What follows belongs to an exercise in optimizing a design on an open flow for small area, a short achievable clock period and few clock cycles; a production flow would make more cautious choices.
Function was checked by simulation only, so behaviour that the tests miss may differ from the original.

## flow/config.mk

```make
export PLATFORM = sky130hd
export DESIGN_NAME = US_CSC
export DESIGN_NICKNAME = US_CSC
export VERILOG_FILES = /design/flow/design.v
export SDC_FILE = /design/flow/constraint.sdc
export NUM_CORES = 4
export LEC_CHECK = 0
export CAP_MARGIN = 20
export CORE_MARGIN = 2
export CORE_UTILIZATION = 40
export SLEW_MARGIN = 20
```

## flow/constraint.sdc

```tcl
create_clock -name core_clock -period 13.5 [get_ports {Clock}]
set_input_delay 2.7000 -clock core_clock [delete_from_list [all_inputs] [get_ports {Clock}]]
set_output_delay 2.7000 -clock core_clock [all_outputs]
set_load 0.01 [all_outputs]
```

## flow/design.v

```verilog
`timescale 1ns/100ps
`default_nettype none
module US_CSC (
   input  logic            Clock,
   input  logic            Resetn,
   output logic   		   SRAM_we_n,
   output logic   [17:0]   SRAM_address,
   input  logic   [15:0]   SRAM_read_data,
   output logic   [15:0]   SRAM_write_data,
	input  logic 				US_CSC_enable,
	output logic				US_CSC_complete
);
localparam logic [4:0]
	S_US_CSC_IDLE             = 5'd0,
	S_US_CSC_LEADIN_NEW_ROW   = 5'd1,
	S_US_CSC_LEADIN_DELAY_0   = 5'd2,
	S_US_CSC_LEADIN_DELAY_1   = 5'd3,
	S_US_CSC_LEADIN_MULTI_U_0 = 5'd4,
	S_US_CSC_LEADIN_MULTI_U_1 = 5'd5,
	S_US_CSC_LEADIN_MULTI_V_0 = 5'd6,
	S_US_CSC_LEADIN_MULTI_V_1 = 5'd7,
	S_US_CSC_LEADIN_YUV_PRIME = 5'd8,
	S_US_CSC_LEADIN_RB        = 5'd9,
	S_US_CSC_WRITE_0          = 5'd10,
	S_US_CSC_READ_Y           = 5'd11,
	S_US_CSC_READ_U           = 5'd12,
	S_US_CSC_WRITE_1          = 5'd13,
	S_US_CSC_WRITE_2          = 5'd14,
	S_US_CSC_READ_V           = 5'd15,
	S_US_CSC_DELAY            = 5'd16,
	S_US_CSC_END              = 5'd17;
localparam logic [17:0]
	U_START_ADDRESS = 18'd38400,
	V_START_ADDRESS = 18'd57600,
	Y_START_ADDRESS = 18'd0,
	RGB_START_ADRRESS = 18'd146944;
logic [4:0] US_CSC_state;
logic CSC_select;
logic U_V_RB_G_select;
logic [16:0] write_address_counter;
logic [15:0] read_address_counter;
logic [7:0] col_counter;
logic [7:0] U_prime, V_prime, Y_prime;
logic [7:0] Y_buf;
logic [7:0] U_buf [4:0];
logic [15:0] U_21 [4:0];
logic [15:0] U_52 [2:0];
logic [15:0] U_159;
logic [7:0] V_buf [3:0];
logic [15:0] V_21 [4:0];
logic [15:0] V_52 [2:0];
logic [15:0] V_159;
logic [7:0] R, G, B;
logic signed [31:0] R_acc, G_acc, B_acc;
logic [7:0] R_buf, B_buf;
logic signed [31:0] Multi0_op1, Multi0_op2, Multi1_op1, Multi1_op2, Multi2_op1, Multi2_op2;
logic signed [31:0] Multi0_out, Multi1_out, Multi2_out;
assign Multi0_out = Multi0_op1 * Multi0_op2;
assign Multi1_out = Multi1_op1 * Multi1_op2;
assign Multi2_out = Multi2_op1 * Multi2_op2;
always_comb begin
if (col_counter == 8'b0) begin						 
	Multi0_op1 = 32'd21;
	Multi1_op1 = 32'd52;
	if (CSC_select == 1'b0) Multi2_op1 = 32'd159;
	else Multi2_op1 = 32'd21;
	if (U_V_RB_G_select == 1'b0) begin 
		if (CSC_select == 1'b0) begin
			Multi0_op2 = U_buf[0];
			Multi1_op2 = U_buf[0];
			Multi2_op2 = U_buf[0];
		end
		else begin
			Multi0_op2 = U_buf[1];
			Multi1_op2 = U_buf[1];
			Multi2_op2 = U_buf[2];
		end
	end
	else begin
		if (CSC_select == 1'b0) begin
			Multi0_op2 = V_buf[0];
			Multi1_op2 = V_buf[0];
			Multi2_op2 = V_buf[0];
		end
		else begin
			Multi0_op2 = V_buf[1];
			Multi1_op2 = V_buf[1];
			Multi2_op2 = V_buf[2];
		end
	end
end
else begin										 
	if (CSC_select == 1'b0) begin 				 
		Multi0_op1 = 32'd21;
		Multi1_op1 = 32'd52;
		Multi2_op1 = 32'd159;
		if (U_V_RB_G_select == 1'b0) begin			 
			Multi0_op2 = U_buf[2];
			Multi1_op2 = U_buf[1];
			Multi2_op2 = U_buf[0];
		end
		else begin											 
			Multi0_op2 = V_buf[2];
			Multi1_op2 = V_buf[1];
			Multi2_op2 = V_buf[0];
		end
	end
	else begin											 
		Multi0_op1 = Y_prime-8'd16;
		Multi1_op1 = U_prime-8'd128;
		Multi2_op1 = V_prime-8'd128;
		Multi0_op2 = 32'd76284;
		if (U_V_RB_G_select == 1'b0) begin			 
			Multi1_op2 = 32'd132251;
			Multi2_op2 = 32'd104595;
		end
		else begin											 
			Multi1_op2 = -32'd25624;
			Multi2_op2 = -32'd53281;
		end
	end
end
end
logic signed [31:0] U_acc, V_acc;
logic [7:0] U, V;
assign U_acc = U_21[0] - U_52[0] + U_159 + Multi2_out - Multi1_out + Multi0_out + 32'd128;
assign V_acc = V_21[0] - V_52[0] + V_159 + Multi2_out - Multi1_out + Multi0_out + 32'd128;
assign U = U_acc[31] ? 8'b0 : ((U_acc[30:16] > 1'b0) ? 8'hff : U_acc[15:8]);
assign V = V_acc[31] ? 8'b0 : ((V_acc[30:16] > 1'b0) ? 8'hff : V_acc[15:8]);
assign R_acc = Multi0_out + Multi2_out;
assign G_acc = Multi0_out + Multi1_out + Multi2_out;
assign B_acc = Multi0_out + Multi1_out;
assign R = R_acc[31] ? 8'b0 : ((R_acc[30:24] > 1'b0) ? 8'hff : R_acc[23:16]);
assign G = G_acc[31] ? 8'b0 : ((G_acc[30:24] > 1'b0) ? 8'hff : G_acc[23:16]);
assign B = B_acc[31] ? 8'b0 : ((B_acc[30:24] > 1'b0) ? 8'hff : B_acc[23:16]);
integer i;
always_ff @ (posedge Clock or negedge Resetn) begin
	if (Resetn == 1'b0) begin
		US_CSC_state <= S_US_CSC_IDLE;
		SRAM_we_n <= 1'b1;
		SRAM_address <= 18'd0;
		SRAM_write_data <= 16'd0;
		CSC_select <= 1'b0;
		U_V_RB_G_select <= 1'b0;
		write_address_counter <= 17'b0;
		read_address_counter <= 16'b0;
		col_counter <= 8'b0;
		US_CSC_complete <= 1'b0;
		Y_prime <= 8'b0;		
		U_prime <= 8'b0;
		V_prime <= 8'b0;
		for (i=0; i < 5; i=i+1) U_21[i] <= 16'b0;
		for (i=0; i < 3; i=i+1) U_52[i] <= 16'b0;
		U_159 <= 8'b0;
		for (i=0; i < 5; i=i+1) V_21[i] <= 16'b0;
		for (i=0; i < 3; i=i+1) V_52[i] <= 16'b0;
		V_159 <= 8'b0;
		for (i=0; i < 5; i=i+1) U_buf[i] <= 8'b0;
		for (i=0; i < 4; i=i+1) V_buf[i] <= 8'b0;
	end else begin
		case (US_CSC_state)
		S_US_CSC_IDLE: begin
			if (US_CSC_enable == 1'b1) begin
				write_address_counter <= 17'b0;
				read_address_counter <= 16'b0;
				US_CSC_state <= S_US_CSC_LEADIN_NEW_ROW;
			end
		end
		S_US_CSC_LEADIN_NEW_ROW: begin							 
			SRAM_address <= U_START_ADDRESS + (read_address_counter >> 1);
			SRAM_we_n <= 1'b1;
			US_CSC_state <= S_US_CSC_LEADIN_DELAY_0;
		end
		S_US_CSC_LEADIN_DELAY_0: begin							 
			SRAM_address <= U_START_ADDRESS + (read_address_counter >> 1) + 1'b1;
			US_CSC_state <= S_US_CSC_LEADIN_DELAY_1;
		end
		S_US_CSC_LEADIN_DELAY_1: begin							 
			SRAM_address <= V_START_ADDRESS + (read_address_counter >> 1);
			US_CSC_state <= S_US_CSC_LEADIN_MULTI_U_0;
		end
		S_US_CSC_LEADIN_MULTI_U_0: begin						 
			SRAM_address <= V_START_ADDRESS + (read_address_counter >> 1) + 1'b1;
			CSC_select <= 1'b0;
			U_V_RB_G_select <= 1'b0;
			U_buf[0] <= SRAM_read_data[15:8];
			U_buf[1] <= SRAM_read_data[7:0];
			US_CSC_state <= S_US_CSC_LEADIN_MULTI_U_1;
		end
		S_US_CSC_LEADIN_MULTI_U_1: begin						 
			SRAM_address <= Y_START_ADDRESS + read_address_counter;
			CSC_select <= 1'b1;
			U_buf[2] <= SRAM_read_data[15:8];
			U_buf[3] <= SRAM_read_data[7:0];
			U_21[0] <= Multi0_out[15:0];
			U_21[1] <= Multi0_out[15:0];
			U_21[2] <= Multi0_out[15:0];
			U_52[0] <= Multi1_out[15:0];
			U_52[1] <= Multi1_out[15:0];
			U_159 <= Multi2_out[15:0];
			US_CSC_state <= S_US_CSC_LEADIN_MULTI_V_0;
		end 
		S_US_CSC_LEADIN_MULTI_V_0: begin						 
			CSC_select <= 1'b0;
			U_V_RB_G_select <= 1'b1;
			V_buf[0] <= SRAM_read_data[15:8];
			V_buf[1] <= SRAM_read_data[7:0];
			U_21[3] <= Multi0_out;
			U_52[2] <= Multi1_out;
			U_21[4] <= Multi2_out;
			US_CSC_state <= S_US_CSC_LEADIN_MULTI_V_1;
		end 
		S_US_CSC_LEADIN_MULTI_V_1: begin								 
			CSC_select <= 1'b1;
			V_buf[2] <= SRAM_read_data[15:8];
			V_buf[3] <= SRAM_read_data[7:0];
			V_21[0] <= Multi0_out[15:0];
			V_21[1] <= Multi0_out[15:0];
			V_21[2] <= Multi0_out[15:0];
			V_52[0] <= Multi1_out[15:0];
			V_52[1] <= Multi1_out[15:0];
			V_159 <= Multi2_out[15:0];
			US_CSC_state <= S_US_CSC_LEADIN_YUV_PRIME;
		end 
		S_US_CSC_LEADIN_YUV_PRIME: begin								 
			U_V_RB_G_select <= 1'b0;
			U_prime <= U_buf[0];
			V_prime <= V_buf[0];
			Y_prime <= SRAM_read_data[15:8];
			Y_buf <= SRAM_read_data[7:0];
			col_counter <= col_counter + 8'b1;
			read_address_counter <= read_address_counter + 16'b1;
			V_21[3] <= Multi0_out;
			V_52[2] <= Multi1_out;
			V_21[4] <= Multi2_out;
			US_CSC_state <= S_US_CSC_LEADIN_RB;
		end 
		S_US_CSC_LEADIN_RB: begin										 
			U_V_RB_G_select <= 1'b1;
			R_buf <= R;
			B_buf <= B;
			US_CSC_state <= S_US_CSC_WRITE_0;
		end
		S_US_CSC_WRITE_0: begin											 
			SRAM_we_n <= 1'b0;
			SRAM_address <= RGB_START_ADRRESS + write_address_counter;
			write_address_counter <= write_address_counter + 17'b1;
			SRAM_write_data <= {R_buf, G};
			CSC_select <= 1'b0;
			U_V_RB_G_select <= 1'b0;		
			for (i=1; i<5;i=i+1) U_buf[i-1] <= U_buf[i];
			U_buf[4] <= 8'b0;
			US_CSC_state <= S_US_CSC_READ_Y;
		end
		S_US_CSC_READ_Y: begin 											 
			SRAM_we_n <= 1'b1;
			SRAM_address <= Y_START_ADDRESS + read_address_counter; 
			U_V_RB_G_select <= 1'b1;		
			for (i=1; i<5;i=i+1) U_21[i-1] <= U_21[i];
			U_21[4] <= Multi0_out[15:0];			
			for (i=1; i<3;i=i+1) U_52[i-1] <= U_52[i];
			U_52[2] <= Multi1_out[15:0];
			U_159 <= Multi2_out[15:0];
			V_buf[0] <= V_buf[1];
			V_buf[1] <= V_buf[2];
			if (read_address_counter[0] == 1'b1) begin
				V_buf[2] <= V_buf[3];
				V_buf[3] <= 8'b0;
			end
			else begin
				if (col_counter == 8'd158 || col_counter == 8'd160) begin
					V_buf[2] <= V_buf[2];
					V_buf[3] <= V_buf[2];
				end
				else begin
					V_buf[2] <= SRAM_read_data[15:8];
					V_buf[3] <= SRAM_read_data[7:0];
				end
			end
			U_prime <= U;
			Y_prime <= Y_buf;
			US_CSC_state <= S_US_CSC_READ_U;
		end
		S_US_CSC_READ_U: begin											 
			if (read_address_counter[0] == 16'b1) begin
				SRAM_address <= U_START_ADDRESS + (read_address_counter >> 1) + 16'd2; 
			end
			CSC_select <= 1'b1;
			U_V_RB_G_select <= 1'b0;		
			for (i=1; i<5;i=i+1) V_21[i-1] <= V_21[i];
			V_21[4] <= Multi0_out[15:0];
			for (i=1; i<3;i=i+1) V_52[i-1] <= V_52[i];
			V_52[2] <= Multi1_out[15:0];
			V_159 <= Multi2_out[15:0];
			V_prime <= V;
			US_CSC_state <= S_US_CSC_WRITE_1;
		end
		S_US_CSC_WRITE_1: begin 										 
			U_V_RB_G_select <= 1'b1;
			SRAM_we_n <= 1'b0;
			SRAM_address <= RGB_START_ADRRESS + write_address_counter;
			write_address_counter <= write_address_counter + 17'b1;
			SRAM_write_data <= {B_buf, R};
			B_buf <= B;
			US_CSC_state <= S_US_CSC_WRITE_2;
		end
		S_US_CSC_WRITE_2: begin 										 
			SRAM_address <= RGB_START_ADRRESS + write_address_counter;
			write_address_counter <= write_address_counter + 17'b1;
			SRAM_write_data <= {G, B_buf};
			Y_prime <= SRAM_read_data[15:8];
			U_prime <= U_buf[0];
			V_prime <= V_buf[0];
			Y_buf <= SRAM_read_data[7:0];			
			US_CSC_state <= S_US_CSC_READ_V;
		end
		S_US_CSC_READ_V: begin 											 
			SRAM_we_n <= 1'b1;
			if (read_address_counter[0] == 1'b1) begin
				SRAM_address <= V_START_ADDRESS + (read_address_counter >> 1) + 16'd2;
			end
			U_V_RB_G_select <= 1'b0;
			if (col_counter == 8'd157 || col_counter == 8'd159) begin  
				U_buf[3] <= U_buf[2];
				U_buf[4] <= U_buf[2];
			end
			else begin
				if (read_address_counter[0] == 1'b1) begin 
					U_buf[3] <= SRAM_read_data[15:8];
					U_buf[4] <= SRAM_read_data[7:0];
				end
			end
			US_CSC_state <= S_US_CSC_DELAY;
		end
		S_US_CSC_DELAY: begin 											 
			U_V_RB_G_select <= 1'b1;
			R_buf <= R;
			B_buf <= B;
			if (col_counter == 8'd160) begin
				col_counter <= 8'b0;
				US_CSC_state <= S_US_CSC_LEADIN_NEW_ROW;
				if (write_address_counter == 17'd115200)
					US_CSC_state <= S_US_CSC_END;
			end
			else begin
				col_counter <= col_counter + 8'b1;
				read_address_counter <= read_address_counter + 16'b1;
				US_CSC_state <= S_US_CSC_WRITE_0;
			end
		end
		S_US_CSC_END: begin
			US_CSC_complete <= 1'b1;
		end
		default: US_CSC_state <= S_US_CSC_IDLE;
		endcase
	end
end
endmodule
```

## flow/run.sh

```bash
#!/bin/bash
# synth_recipe.tcl (not shown) runs the flow's synth.tcl, then flattens the netlist and writes it again
# the make line also repeats each setting of config.mk as NAME=value (left out here)
make -C /OpenROAD-flow-scripts/flow DESIGN_CONFIG=/design/flow/config.mk WORK_HOME=/design/flow/orfs CLKGATE_MAP_FILE= SYNTH_SCRIPT=/design/flow/synth_recipe.tcl finish
```

==> results.txt <==
* Min-delay src: Y_buf[3]
* R2R Path Start: col_counter[1]
* Chip Width at 384 um
* Final setup viols at 0
* DRT Wirelength at ~180000 um
* Max Cap Violations at 0
* WS Path Type: reg -> reg
* Pre-CTS WS at -0.251 ns
* WL per Instance at between 20 and 25 um
* Hold_buf cts at 0
* H-tree Lvls at 2
* CTS tree: built
* Vias in the first global route at 46500
* IO Pins at 55
* R2R setup slack at about 0.54 ns
* Relative slew margins at approximately 25%
* Final Critical Period at 12.96 ns
* Post-synth EDFFs at 24
* Hold depth at 2
* First DRT Iteration DRCs at roughly 4000
* Post-DRT Antenna Nets at 0
* Type of origin of the critical path: register
* Cell Area, Synth at between 0.05 and 0.06 mm2
* Residual DRC count at 0
* Fmax at between 0.07 and 0.08 GHz
* Crit share post-route at between 90% and 100%
* Final Hold Viols at 0
* TritonCTS Buffers at 52
* Ys flop type: dfrtp_1
* GPL Wtd Cong at ~1
* Multi-input gate area at approximately 0.041 mm2
* Worst hold path type: reg -> reg
* Layout cells sized above 1 at under 10%
* Syn_area_per_cell at 9.27 um2
* CP max-delay cell: fa_1
* Post-DP HPWL at approximately 140000 um
* R2R Path End: V_prime[5]
* Area grow syn2layout at 10.5%
* Most frequent cells in the layout: 1149 x inv_1, 700 x fa_1, 607 x ha_1, 508 x nand2_1, 465 x dfrtp_1
* Fill cells at between 10000 and 15000
* Global Route Usage Sum at between 20 and 25%
* Clk slew on worst S/H paths at ~0.07 ns
* Row Count at 139
* Total grt overflow at 0
* Hold endpoint: Y_prime[3]
* Final Max Tran Viols at 0
* Status: timing/DRC/antenna clean
* Crit path max fanout at 19
* CTS Root Cell: clkbuf_16
* CP arrival at 13.45 ns
* Nets at approximately 7700
* Largest net degree at the start of global routing at between 150 and 200
* Port Buf Inserts at 54
* Number of antenna violations at the first check in global routing at 2
* Routed vias at 45600
* Cell mode on critical path: fa_1
* Req. time, crit path at between 10 and 15 ns
* First-pass GRT wire length at between 200000 and 300000 um
* Synth cell types at 106
* Worst skew pair latency at approximately 0.64 ns
* Worst slew pin tran at 1.12 ns
* FF-to-FF path depth at 54
* Initial core utilization at around two fifths
* Ys Warns at 7
* Clk buf depth at 3
* Clk sinks at 492
* FF+latch count, synth at ~490
* Clock Skew at 0.0544 ns
* Critical Path End Type: register
* Commonest non-fill, non-tap cell in the layout: inv_1
* Async set or reset register ratio after synthesis at a little over nine tenths
* Sequential share of the synthesized area at a little over a fifth
* Critical path's largest stage delay at roughly 0.65 ns
* DIE HEIGHT at 384 um
* DR pass1 iterations at 8
* Die area at between 0.1 and 0.15 mm2
* Reg area at around 0.012 mm2
* Placeable Area at about 0.14 mm2
* Via density at between 5 and 6
* Crit path setup slack, layout at around 0.54 ns
* Mapped Cells at around 6200
state kept, by name, summed over array words and instances, names as in the netlist, 17 cells and up:
name	count
U_21	80
V_21	80
U_52	48
V_52	48
U_buf	40
V_buf	32
SRAM_address	18
write_address_counter	17
worst max-delay path by stage:
stage,from,cells after the start,endpoint
finish,col_counter[1],54,V_prime[5]
global route,col_counter[1],57,SRAM_write_data[1]
CTS,col_counter[1],48,U_prime[7]
detailed placement,col_counter[1],47,U_prime[6]
global placement,col_counter[1],45,U_prime[6]
floorplan,U_V_RB_G_select,47,U_prime[6]
synth_stat cells (7+ instances only):
library cell	n	share of area [%]
inv_1	1152	7.5
fa_1	702	24
ha_1	607	13
nand2_1	511	3.3
dfrtp_1	467	20
nor2_1	447	2.9
o21ai_0	303	2.6
a21oi_1	278	2.4
xnor2_1	200	3.0
clkbuf_1	181	1.2
a221o_1	159	2.8
xor2_1	87	1.3
a21o_1	83	1.1
nor3_1	74	0.64
nand3_1	72	0.63
a31oi_1	67	0.73
and3_1	62	0.67
o21a_1	60	0.78
a22oi_1	44	0.57
nand2b_1	40	0.43
nor2b_1	40	0.43
and2_1	34	0.37
or3_1	32	0.35
a221oi_1	30	0.46
o22ai_1	28	0.30
mux2i_1	27	0.47
a21boi_0	26	0.34
o21bai_1	26	0.34
a211oi_1	25	0.33
edfxtp_1	24	1.3
o31ai_1	24	0.31
buf_1	23	0.15
o221ai_1	22	0.33
nand4_1	21	0.23
nor4_1	20	0.22
o211ai_1	20	0.26
or2_2	15	0.16
o21ai_1	10	0.087
a32oi_1	8	0.12
mux2_2	8	0.16
o221a_2	8	0.16
o311ai_0	8	0.12
a222oi_1	7	0.12
or4_1	7	0.091
cell families (layout without fill, tap and decap cells):
family,Yosys count,after routing,share of synthesized area (%)
adders and majority gates,1310,1310,37.6
DFF,492,492,21.6
muxes,42,42,0.879
other,2,28,0.0130
xor gates and xnor gates,292,292,4.55
buffers and inverters,1366,1510,8.92
and+or+nand+nor,1406,1406,10.9
AOI/OAI and AO/OA,1311,1311,15.6
layout make-up:
class                      count  area share (%)
multi-input combinational   4388            63.7
sequential                   492            19.5
inverter                    1154            6.80
tap                         1903            3.74
timing repair buffer         262            3.45
clock buffer                  72            2.37
clock inverter                22           0.362
antenna                        1         0.00393
per-stage QoR:
| stage | std cells | TNS [ns] | area (um2) | utilization [%] | hold WS [ns] |
|---|---|---|---|---|---|
| after detailed placement | 8194 | -1.54 | 61500 | 42.9 | 0.460 |
| after floorplan | 6246 | 0 | 57700 | - | 0.438 |
| after global routing | 8293 | -0.0702 | 63700 | 44.4 | 0.482 |
| after global placement | 8194 | 0 | 61500 | 42.9 | 0.451 |
| final | 8294 | 0 | 63700 | 44.4 | 0.462 |
| after CTS | 8288 | 0 | 63300 | 44.2 | 0.467 |
what timing repair did:
action | CTS | global route
setup endpoints to repair | 22 | 32
pin swaps | 0 | 9
hold endpoints to repair | 0 | 0
buffers inserted | 0 | 4
resized for setup | 6 | 66
gates cloned | 0 | 1
per-layer routing:
layer	track usage (%)	wire (um)
met1	35.5	80900
met2	39.1	81500
met3	3.82	12500
met4	7.20	5780
met5	0	0
worst max-delay path: cells and delay by family (launching register included):
kind | cells | cell delay (ns)
simple gates | 12 | 2.20
buf+inv | 17 | 2.14
xor+xnor | 1 | 0.28
fa+ha+maj | 14 | 5.99
compound gates | 10 | 1.79
flops | 1 | 0.39
Testbench counts, summed over its fixed seeds: cycles 2,167,704.

-- re-timing with driven ports --
No port has a modelled driver above. Below, the same layout with a new extraction and two added sets of constraints.
Step 1 assumes that a clkbuf_16 drives the clock port and a buf_2 every other input.
Step 2 times the ports against the registers' clock, not the clock port: input delays grow and output delays shrink by t, the midpoint of the rising clock arrivals with the driver on.
Three values: no drivers, after step 1, after step 2; two values: the first two.
shift t [ns]: 0.682
setup WS [ns]: 0.535 / 0.535 / 0.535
worst hold slack (ns): 0.462 / 0.462 / 0.462
worst setup path at the end: register to register
pins driven straight from the clock port: 1
After both steps setup and hold are still met in this run. The setup slack of this run moves by 0.000 ns with the drivers and by 0.000 ns with both steps.
